From an optimization exercise on the open Yosys and OpenROAD flow, aimed at small area, a short achievable clock period and few clock cycles; shortcuts taken in it are not production practice. Where RTL was checked, it was by simulation tests only, not by an equivalence proof against the original. No activity file was given, so power comes from the tool's default toggle rates.

==> module lightHashDES, before the edit <==
module lightHashDES(
        input clk,
        input M_valid,
        input rst_n,
        input [7 : 0] M,
        input [63 : 0] input_lenght,
        output reg hash_ready,
        output [31 : 0] digest
    );
reg busy;
reg [7:0] low;
reg [55:0] up;
reg [5:0]  phase;
reg        req;    
reg        bor;    
reg o, A, nAB, oA, oB, oAB;
wire a, b, p;
HashIteration main(
    .M(M),
    .a(a),
    .b(b),
    .p(p)
);
Round expand(
    .o(o), .A(A), .nAB(nAB), .oA(oA), .oB(oB), .oAB(oAB),
    .h_out(digest)
);
wire [7:0] low_zero;       
genvar i;
generate
    for (i = 0; i < 8; i = i + 1) begin : bit_
        if (i == 0) begin : first
            assign low_zero[i] = 1'b1;
        end else begin : rest
            assign low_zero[i] = ~|low[i-1 : 0];
        end
    end
endgenerate
wire phase0  = phase == 6'd0;
wire bor_eff = phase0 ? req : bor;
wire start    = !busy && M_valid;
wire len_nz, len_gt1;
LenCheck len_check(
    .len(input_lenght),
    .nz(len_nz),
    .nle1(len_gt1)
);
wire at_two   = ~|up && low == 8'd2;
wire len_le1;
ZInv le1_inv(.i0(len_gt1), .o(len_le1));
wire busy_x, hr_y;
ZMux2i busy_m(.s(busy), .i0(len_le1), .i1(at_two),  .o(busy_x));
ZMux2i hr_m  (.s(busy), .i0(len_gt1), .i1(!at_two), .o(hr_y));
always @(posedge clk or negedge rst_n) begin
    if (!rst_n) begin
        hash_ready <= 1'b0;
        busy <= 1'b0;
    end else if (M_valid) begin
        hash_ready <= hr_y;
        busy <= busy_x;
    end
end
always @(posedge clk) begin
    low <= busy ? low ^ ({8{M_valid}} & low_zero) : input_lenght[7:0];
    up <= busy ? {up[0] ^ bor_eff, up[55:1]} : input_lenght[63:8];
    phase <= (busy && phase != 6'd55) ? phase + 6'd1 : 6'd0;
    req <= busy && ((M_valid && low == 8'd0) || (req && !phase0));
    bor <= busy && bor_eff && !up[0];
end
localparam [5:0] c = 6'b000100;
wire [5:0] k  = start ? c : {oAB, oB, oA, nAB, A, o};
wire [5:0] kt = k ^ {6{M_valid}};
wire       q  = busy || !M_valid;    
wire [5:0] f    = {p, b, a, p, a, 1'b1};
localparam [5:0] flip = 6'b111000;
wire [5:0] kn, ktn, d;
genvar j;
generate
    for (j = 0; j < 6; j = j + 1) begin : flag
        if (j < 1) begin : plain
            if (c[j]) begin : one
                FlagZ1 z(.nx(kt[j]), .nz(len_nz), .q(q), .o(d[j]));
            end else begin : zero
                FlagZ0 z(.nx(kt[j]), .nz(len_nz), .q(q), .o(d[j]));
            end
        end else begin : pick
            if (c[j]) begin : one
                FlagZ1n z0(.nx(k[j]),  .nz(len_nz), .q(q), .o(kn[j]));
                FlagZ1n z1(.nx(kt[j]), .nz(len_nz), .q(q), .o(ktn[j]));
            end else begin : zero
                FlagZ0n z0(.nx(k[j]),  .nz(len_nz), .q(q), .o(kn[j]));
                FlagZ0n z1(.nx(kt[j]), .nz(len_nz), .q(q), .o(ktn[j]));
            end
            if (flip[j]) begin : inv
                ZMux2i m(.s(f[j]), .i0(ktn[j]), .i1(kn[j]), .o(d[j]));
            end else begin : pos
                ZMux2i m(.s(f[j]), .i0(kn[j]), .i1(ktn[j]), .o(d[j]));
            end
        end
    end
endgenerate
always @(posedge clk) begin
    {oAB, oB, oA, nAB, A, o} <= d;
end
endmodule
export LEC_CHECK = 0
export CAP_MARGIN = 20
export CORE_MARGIN = 2
export CORE_UTILIZATION = 40
export PLACE_DENSITY = 0.6
export SETUP_SLACK_MARGIN = 2.6
export SLEW_MARGIN = 20
create_clock -name core_clock -period 4.5 [get_ports {clk}]
standard.sh (not shown) runs the stock make flow with config.mk's settings and CLKGATE_MAP_FILE= SYNTH_SCRIPT=/design/flow/synth_recipe.tcl, a recipe that flattens the netlist after the stock synthesis.
==> flow/flow/run.sh <==
#!/bin/bash
set -euo pipefail
bash standard.sh "ADDER_MAP_FILE=" "BUFFER_PORTS_ARGS=-buffer_cell sky130_fd_sc_hd__buf_1" \
  "SYNTH_KEEP_MODULES=Sbox5 ZNor2 ZNand2 ZInv ZMux2i FlagZ0 FlagZ0n FlagZ1n" \
  "CTS_ARGS=-sink_clustering_enable -repair_clock_nets -dont_use_dummy_load" finish > flow.log 2>&1
The starting point produced a clean layout.
Change:
--- a/flow/design.v
+++ b/flow/design.v
@@ -122,10 +122,11 @@
         input [63 : 0] input_lenght,
         output reg hash_ready,
         output [31 : 0] digest
     );
 reg busy;
+reg pend;
 reg [7:0] low;
 reg [55:0] up;
 reg [5:0]  phase;
 reg        req;    
 reg        bor;    
@@ -159,11 +160,11 @@
 LenCheck len_check(
     .len(input_lenght),
     .nz(len_nz),
     .nle1(len_gt1)
 );
-wire at_two   = ~|up && low == 8'd2;
+wire at_two   = ~|up && ~|low[7:2] && low[1] && (low[0] == pend);
 wire len_le1;
 ZInv le1_inv(.i0(len_gt1), .o(len_le1));
 wire busy_x, hr_y;
 ZMux2i busy_m(.s(busy), .i0(len_le1), .i1(at_two),  .o(busy_x));
 ZMux2i hr_m  (.s(busy), .i0(len_gt1), .i1(!at_two), .o(hr_y));
@@ -175,14 +176,15 @@
         hash_ready <= hr_y;
         busy <= busy_x;
     end
 end
 always @(posedge clk) begin
-    low <= busy ? low ^ ({8{M_valid}} & low_zero) : input_lenght[7:0];
+    pend <= busy && M_valid;
+    low <= busy ? low ^ ({8{pend}} & low_zero) : input_lenght[7:0];
     up <= busy ? {up[0] ^ bor_eff, up[55:1]} : input_lenght[63:8];
     phase <= (busy && phase != 6'd55) ? phase + 6'd1 : 6'd0;
-    req <= busy && ((M_valid && low == 8'd0) || (req && !phase0));
+    req <= busy && ((pend && low == 8'd0) || (req && !phase0));
     bor <= busy && bor_eff && !up[0];
 end
 localparam [5:0] c = 6'b000100;
 wire [5:0] k  = start ? c : {oAB, oB, oA, nAB, A, o};
 wire [5:0] kt = k ^ {6{M_valid}};
After rerunning:
- utilization fell by 0.42 points
- non-clock buffer count decreases by 5
- final cell count goes down slightly
- clock power barely changes
- global-route usage drops by 1.1 points
- cell area went down slightly
- total power drops slightly
Testbench counts after the change, summed over its fixed seeds: cycles 29,177.
No functional check of the RTL was part of the first run of this note.

---

The RTL this note starts from:
==> flow/design.v <==
module Sbox5 (
    input [5 : 0] in,
    output reg [3 : 0] out
);
reg [1 : 0] row;
reg [3 : 0] column;
    always @(*) begin
        row = {in[5], in[0]};
        column = in[4 : 1];
        case (column)
            4'b0000 : case (row)
                        2'b00 :  out = 4'b0010; 
                        2'b01 :  out = 4'b1110;
                        2'b10 :  out = 4'b0100;
                        2'b11 :  out = 4'b1011;
                    endcase
            4'b0001 : case (row)
                        2'b00 :  out = 4'b1100; 
                        2'b01 :  out = 4'b1011;
                        2'b10 :  out = 4'b0010;
                        2'b11 :  out = 4'b1000;
                    endcase
            4'b0010 : case (row)
                        2'b00 :  out = 4'b0100; 
                        2'b01 :  out = 4'b0010;
                        2'b10 :  out = 4'b0001;
                        2'b11 :  out = 4'b1100;
                    endcase
            4'b0011 : case (row)
                        2'b00 :  out = 4'b0001; 
                        2'b01 :  out = 4'b1100;
                        2'b10 :  out = 4'b1011;
                        2'b11 :  out = 4'b0111;
                    endcase
            4'b0100 : case (row)
                        2'b00 :  out = 4'b0111;
                        2'b01 :  out = 4'b0100;
                        2'b10 :  out = 4'b1100;
                        2'b11 :  out = 4'b0001;
                    endcase
            4'b0101 : case (row)
                        2'b00 :  out = 4'b1010; 
                        2'b01 :  out = 4'b0111;
                        2'b10 :  out = 4'b1101;
                        2'b11 :  out = 4'b1110;
                    endcase
            4'b0110 : case (row)
                        2'b00 :  out = 4'b1011;
                        2'b01 :  out = 4'b1101;
                        2'b10 :  out = 4'b0111;
                        2'b11 :  out = 4'b0010;
                    endcase
            4'b0111 : case (row)
                        2'b00 :  out = 4'b0110;
                        2'b01 :  out = 4'b0001;
                        2'b10 :  out = 4'b1000;
                        2'b11 :  out = 4'b1101;
                    endcase
            4'b1000 : case (row)
                        2'b00 :  out = 4'b1000; 
                        2'b01 :  out = 4'b0101;
                        2'b10 :  out = 4'b1111;
                        2'b11 :  out = 4'b0110;
                    endcase
            4'b1001 : case (row)
                        2'b00 :  out = 4'b0101;
                        2'b01 :  out = 4'b0000;
                        2'b10 :  out = 4'b1001;
                        2'b11 :  out = 4'b1111;
                    endcase
            4'b1010 : case (row)
                        2'b00 :  out = 4'b0011;
                        2'b01 :  out = 4'b1111;
                        2'b10 :  out = 4'b1100;
                        2'b11 :  out = 4'b0000;
                    endcase
            4'b1011 : case (row)
                        2'b00 :  out = 4'b1111; 
                        2'b01 :  out = 4'b1100;
                        2'b10 :  out = 4'b0101;
                        2'b11 :  out = 4'b1001;
                    endcase
            4'b1100 :  case (row)
                        2'b00 :  out = 4'b1101;
                        2'b01 :  out = 4'b0011;
                        2'b10 :  out = 4'b0110;
                        2'b11 :  out = 4'b1100;
                    endcase
            4'b1101 :  case (row)
                        2'b00 :  out = 4'b0000; 
                        2'b01 :  out = 4'b1001;
                        2'b10 :  out = 4'b0011;
                        2'b11 :  out = 4'b0100;
                    endcase
            4'b1110 : case (row)
                        2'b00 :  out = 4'b1110; 
                        2'b01 :  out = 4'b1000;
                        2'b10 :  out = 4'b0000;
                        2'b11 :  out = 4'b0101;
                    endcase
            4'b1111 : case (row)
                        2'b00 :  out = 4'b1001;
                        2'b01 :  out = 4'b0110;
                        2'b10 :  out = 4'b1110;
                        2'b11 :  out = 4'b0011;
                    endcase 
        endcase
    end
endmodule
module Round (
    input              odd,     
    input              A,
    input              B,
    output [7 : 0] [3 : 0] h_out
);
localparam [31:0] IV = 32'hB4D92C3F;
genvar i;
generate
    for (i = 0; i < 8; i = i + 1) begin : nib
        wire [3:0] iv  = IV[i*4 +: 4];
        wire [3:0] ivr = {iv[1:0], iv[3:2]};
        wire [3:0] g   = (i < 2) ? {4{A ^ B}} :
                         (i < 4) ? {B, A, B, A} :
                         (i < 6) ? 4'b0000 :
                                   {A, B, A, B};
        assign h_out[i] = (odd ? ivr : iv) ^ g;
    end
endgenerate
endmodule
module HashIteration (
    input  [7 : 0] M,
    output         a,
    output         b
);
wire [5 : 0] M6;
wire [3 : 0] s_box_out;
assign M6 = {M[5], M[7]^M[2], M[3], M[0], M[4]^M[1], M[6]};
Sbox5 sbox(
    .in (M6),
    .out (s_box_out)
);
assign a = s_box_out[1] ^ s_box_out[3];
assign b = s_box_out[0] ^ s_box_out[2];
endmodule
module lightHashDES(
        input clk,
        input M_valid,
        input rst_n,
        input [7 : 0] M,
        input [63 : 0] input_lenght,
        output reg hash_ready,
        output [31 : 0] digest
    );
reg busy;
reg [63:0] counter;
reg odd, A, B;
wire a, b;
HashIteration main(
    .M(M),
    .a(a),
    .b(b)
);
Round expand(
    .odd(odd),
    .A(A),
    .B(B),
    .h_out(digest)
);
wire start    = !busy && M_valid;
wire len_le1  = input_lenght[63:1] == 63'd0;
wire len_zero = len_le1 && !input_lenght[0];
wire last     = busy && M_valid && counter == 64'd2;
always @(posedge clk or negedge rst_n) begin
    if (!rst_n) begin
        hash_ready <= 1'b0;
        busy <= 1'b0;
    end else if (start) begin
        hash_ready <= len_le1;
        busy <= !len_le1;
    end else if (last) begin
        hash_ready <= 1'b1;
        busy <= 1'b0;
    end
end
always @(posedge clk) begin
    if (!busy)
        counter <= input_lenght;
    else if (M_valid)
        counter <= counter - 64'd1;
end
always @(posedge clk) begin
    if (start) begin
        odd <= !len_zero;
        A <= a && !len_zero;
        B <= b && !len_zero;
    end else if (busy && M_valid) begin
        odd <= !odd;
        A <= A ^ a;
        B <= B ^ b;
    end
end
endmodule
Settings: LEC_CHECK=0, CAP_MARGIN=20, CORE_MARGIN=2, CORE_UTILIZATION=40, PLACE_DENSITY=0.6, SLEW_MARGIN=20; clock period 4.5 ns.
run.sh (not shown) runs the stock make flow with config.mk's settings and CLKGATE_MAP_FILE= SYNTH_SCRIPT=/design/flow/synth_recipe.tcl, a recipe that flattens the netlist after the stock synthesis.
Stock flow here: none of the scripts above is used.
Testbench counts at the start, summed over its fixed seeds: cycles 29,177.
==> next run, changes <==
--- a/flow/design.v
+++ b/flow/design.v
@@ -182,12 +182,9 @@
         busy <= 1'b0;
     end
 end
 always @(posedge clk) begin
-    if (!busy)
-        counter <= input_lenght;
-    else if (M_valid)
-        counter <= counter - 64'd1;
+    counter <= busy ? counter - {63'd0, M_valid} : input_lenght;
 end
 always @(posedge clk) begin
     if (start) begin
         odd <= !len_zero;
After rerunning: The new run finished clean; wire length fell by 14%; setup slack improves by 0.052 ns; non-clock buffer count goes down by 7; hold slack is worse by 0.062 ns; synthesized cell count increases by 0.51%; core utilization is higher by 0.71 points; clock power fell by about 10%; area after synthesis shrinks by 13%; die area is lower by 13%; final cell count shrinks by 4.6%; power rises by 5.4%; fmax grows by 1.4%; sequential share of layout area drops by 6.6 points.
Testbench counts after the change, summed over its fixed seeds: cycles 29,177.

---

Another version of the RTL of lightHashDES (not shown whole).
For scale: ~470 cells after synthesis, roughly 86 flip-flops, about 110 I/O pins, about 0.0043 mm² of cells after synthesis.
==> module lightHashDES, before the edit <==
module lightHashDES(
        input clk,
        input M_valid,
        input rst_n,
        input [7 : 0] M,
        input [63 : 0] input_lenght,
        output reg hash_ready,
        output [31 : 0] digest
    );
reg busy;
reg pend;
reg [7:0] low;
reg [55:0] up;
reg [5:0]  phase;
reg        req;    
reg        bor;    
reg o, no, A, nA, nAB, oA, noA, oB, noB, oAB, noAB;
wire a, b, p;
HashIteration main(
    .M(M),
    .a(a),
    .b(b),
    .p(p)
);
Round expand(
    .o(o), .no(no), .A(A), .nA(nA), .nAB(nAB), .oA(oA), .noA(noA),
    .oB(oB), .noB(noB), .oAB(oAB), .noAB(noAB),
    .h_out(digest)
);
wire [7:0] low_zero;       
genvar i;
generate
    for (i = 0; i < 8; i = i + 1) begin : bit_
        if (i == 0) begin : first
            assign low_zero[i] = 1'b1;
        end else begin : rest
            assign low_zero[i] = ~|low[i-1 : 0];
        end
    end
endgenerate
wire phase0  = phase == 6'd0;
wire bor_eff = phase0 ? req : bor;
wire start    = !busy && M_valid;
wire len_nz, len_gt1;
LenCheck len_check(
    .len(input_lenght),
    .nz(len_nz),
    .nle1(len_gt1)
);
wire at_two   = ~|up && ~|low[7:2] && low[1] && (low[0] == pend);
wire last     = busy && M_valid && at_two;
always @(posedge clk or negedge rst_n) begin
    if (!rst_n) begin
        hash_ready <= 1'b0;
        busy <= 1'b0;
    end else if (start) begin
        hash_ready <= !len_gt1;
        busy <= len_gt1;
    end else if (last) begin
        hash_ready <= 1'b1;
        busy <= 1'b0;
    end
end
always @(posedge clk) begin
    pend <= busy && M_valid;
    low <= busy ? low ^ ({8{pend}} & low_zero) : input_lenght[7:0];
    up <= busy ? {up[0] ^ bor_eff, up[55:1]} : input_lenght[63:8];
    phase <= (busy && phase != 6'd55) ? phase + 6'd1 : 6'd0;
    req <= busy && ((pend && low == 8'd0) || (req && !phase0));
    bor <= busy && bor_eff && !up[0];
end
localparam [10:0] c = 11'b10101011010;
wire [10:0] k  = start ? c : {noAB, oAB, noB, oB, noA, oA, nAB, nA, A, no, o};
wire [10:0] kt = k ^ {11{M_valid}};
wire        q  = busy || !M_valid;    
wire [10:0] f    = {p, p, b, b, a, a, p, a, a, 1'b1, 1'b1};
localparam [10:0] flip = 11'b11111100000;
wire [10:0] kn, ktn, d;
genvar j;
generate
    for (j = 0; j < 11; j = j + 1) begin : flag
        if (j < 2) begin : plain
            if (c[j]) begin : one
                FlagZ1 z(.nx(kt[j]), .nz(len_nz), .q(q), .o(d[j]));
            end else begin : zero
                FlagZ0 z(.nx(kt[j]), .nz(len_nz), .q(q), .o(d[j]));
            end
        end else begin : pick
            if (c[j]) begin : one
                FlagZ1n z0(.nx(k[j]),  .nz(len_nz), .q(q), .o(kn[j]));
                FlagZ1n z1(.nx(kt[j]), .nz(len_nz), .q(q), .o(ktn[j]));
            end else begin : zero
                FlagZ0n z0(.nx(k[j]),  .nz(len_nz), .q(q), .o(kn[j]));
                FlagZ0n z1(.nx(kt[j]), .nz(len_nz), .q(q), .o(ktn[j]));
            end
            if (flip[j]) begin : inv
                ZMux2i m(.s(f[j]), .i0(ktn[j]), .i1(kn[j]), .o(d[j]));
            end else begin : pos
                ZMux2i m(.s(f[j]), .i0(kn[j]), .i1(ktn[j]), .o(d[j]));
            end
        end
    end
endgenerate
always @(posedge clk) begin
    {noAB, oAB, noB, oB, noA, oA, nAB, nA, A, no, o} <= d;
end
endmodule
export LEC_CHECK = 0
export CAP_MARGIN = 20
export CORE_MARGIN = 2
export CORE_UTILIZATION = 40
export PLACE_DENSITY = 0.6
export SETUP_SLACK_MARGIN = 2.5
export SLEW_MARGIN = 20
create_clock -name core_clock -period 4.5 [get_ports {clk}]
standard.sh (not shown) runs the stock make flow with config.mk's settings and CLKGATE_MAP_FILE= SYNTH_SCRIPT=/design/flow/synth_recipe.tcl, a recipe that flattens the netlist after the stock synthesis.
==> flow/flow/run.sh <==
#!/bin/bash
set -euo pipefail
bash standard.sh "ADDER_MAP_FILE=" "BUFFER_PORTS_ARGS=-buffer_cell sky130_fd_sc_hd__buf_1" \
  "SYNTH_KEEP_MODULES=Sbox5 ZNor2 ZNand2 ZInv ZMux2i FlagZ0 FlagZ1 FlagZ0n FlagZ1n" \
  "CTS_ARGS=-sink_clustering_enable -repair_clock_nets -dont_use_dummy_load" finish > flow.log 2>&1
The starting point ran to the end with no violations.
==> next run, changes <==
--- a/flow/design.v
+++ b/flow/design.v
@@ -158,23 +158,26 @@
 LenCheck len_check(
     .len(input_lenght),
     .nz(len_nz),
     .nle1(len_gt1)
 );
 wire at_two   = ~|up && ~|low[7:2] && low[1] && (low[0] == pend);
-wire last     = busy && M_valid && at_two;
+wire len_le1;
+ZInv le1_inv(.i0(len_gt1), .o(len_le1));
+wire busy_xn, hr_yn, busy_d, hr_d;
+ZMux2i busy_x(.s(busy), .i0(len_gt1), .i1(!at_two), .o(busy_xn));
+ZMux2i hr_y  (.s(busy), .i0(len_le1), .i1(at_two),  .o(hr_yn));
+ZMux2i busy_m(.s(M_valid), .i0(!busy),       .i1(busy_xn), .o(busy_d));
+ZMux2i hr_m  (.s(M_valid), .i0(!hash_ready), .i1(hr_yn),   .o(hr_d));
 always @(posedge clk or negedge rst_n) begin
     if (!rst_n) begin
         hash_ready <= 1'b0;
         busy <= 1'b0;
-    end else if (start) begin
-        hash_ready <= !len_gt1;
-        busy <= len_gt1;
-    end else if (last) begin
-        hash_ready <= 1'b1;
-        busy <= 1'b0;
+    end else begin
+        hash_ready <= hr_d;
+        busy <= busy_d;
     end
 end
 always @(posedge clk) begin
     pend <= busy && M_valid;
     low <= busy ? low ^ ({8{pend}} & low_zero) : input_lenght[7:0];
     up <= busy ? {up[0] ^ bor_eff, up[55:1]} : input_lenght[63:8];
Result:
- clock skew grows by 0.0061 ns
- wire length fell by 5.7%
- count of clock-buffer cells in the layout does not change
- total power goes down by 11%
- non-clock buffer count is lower by 4
No run of this note included a check of the RTL's function; only the layout flow was run.

## port drivers added, routing unchanged
The flow's constraints put no driver on any port. The routed layouts listed below were extracted and timed again, unchanged, in two steps. Step 1 sets driving cells, clkbuf_16 on the clock port and buf_2 on the other inputs (assumed; they add their load-dependent delay and slew). Step 2 moves the port delays by t, midway between the first and last clock arrival at a register: inputs arrive t later, outputs are due t later. That takes back most of the time a late clock gives input paths. Slacks: no drivers / after step 1 / after step 2; pairs: no drivers / after step 1.
run	shift t [ns]	setup slack, ns	worst setup path after step 2
the first run of note 1	0.368	2.569 / 2.569 / 2.260	input to register
the second run of note 1	0.363	2.617 / 2.628 / 2.264	input to register
the first run of note 2	0.380	0.762 / 0.783 / 0.403	input to register
the second run of note 2	0.358	0.814 / 0.822 / 0.463	input to register
the first run of note 3	0.373	2.525 / 2.538 / 2.165	input to register
the second run of note 3	0.365	2.521 / 2.532 / 2.166	input to register
After both steps setup and hold are still met in every run listed. The setup slack of the first run of note 3, which loses most, moves by +0.013 ns with the drivers and by -0.360 ns with both steps.
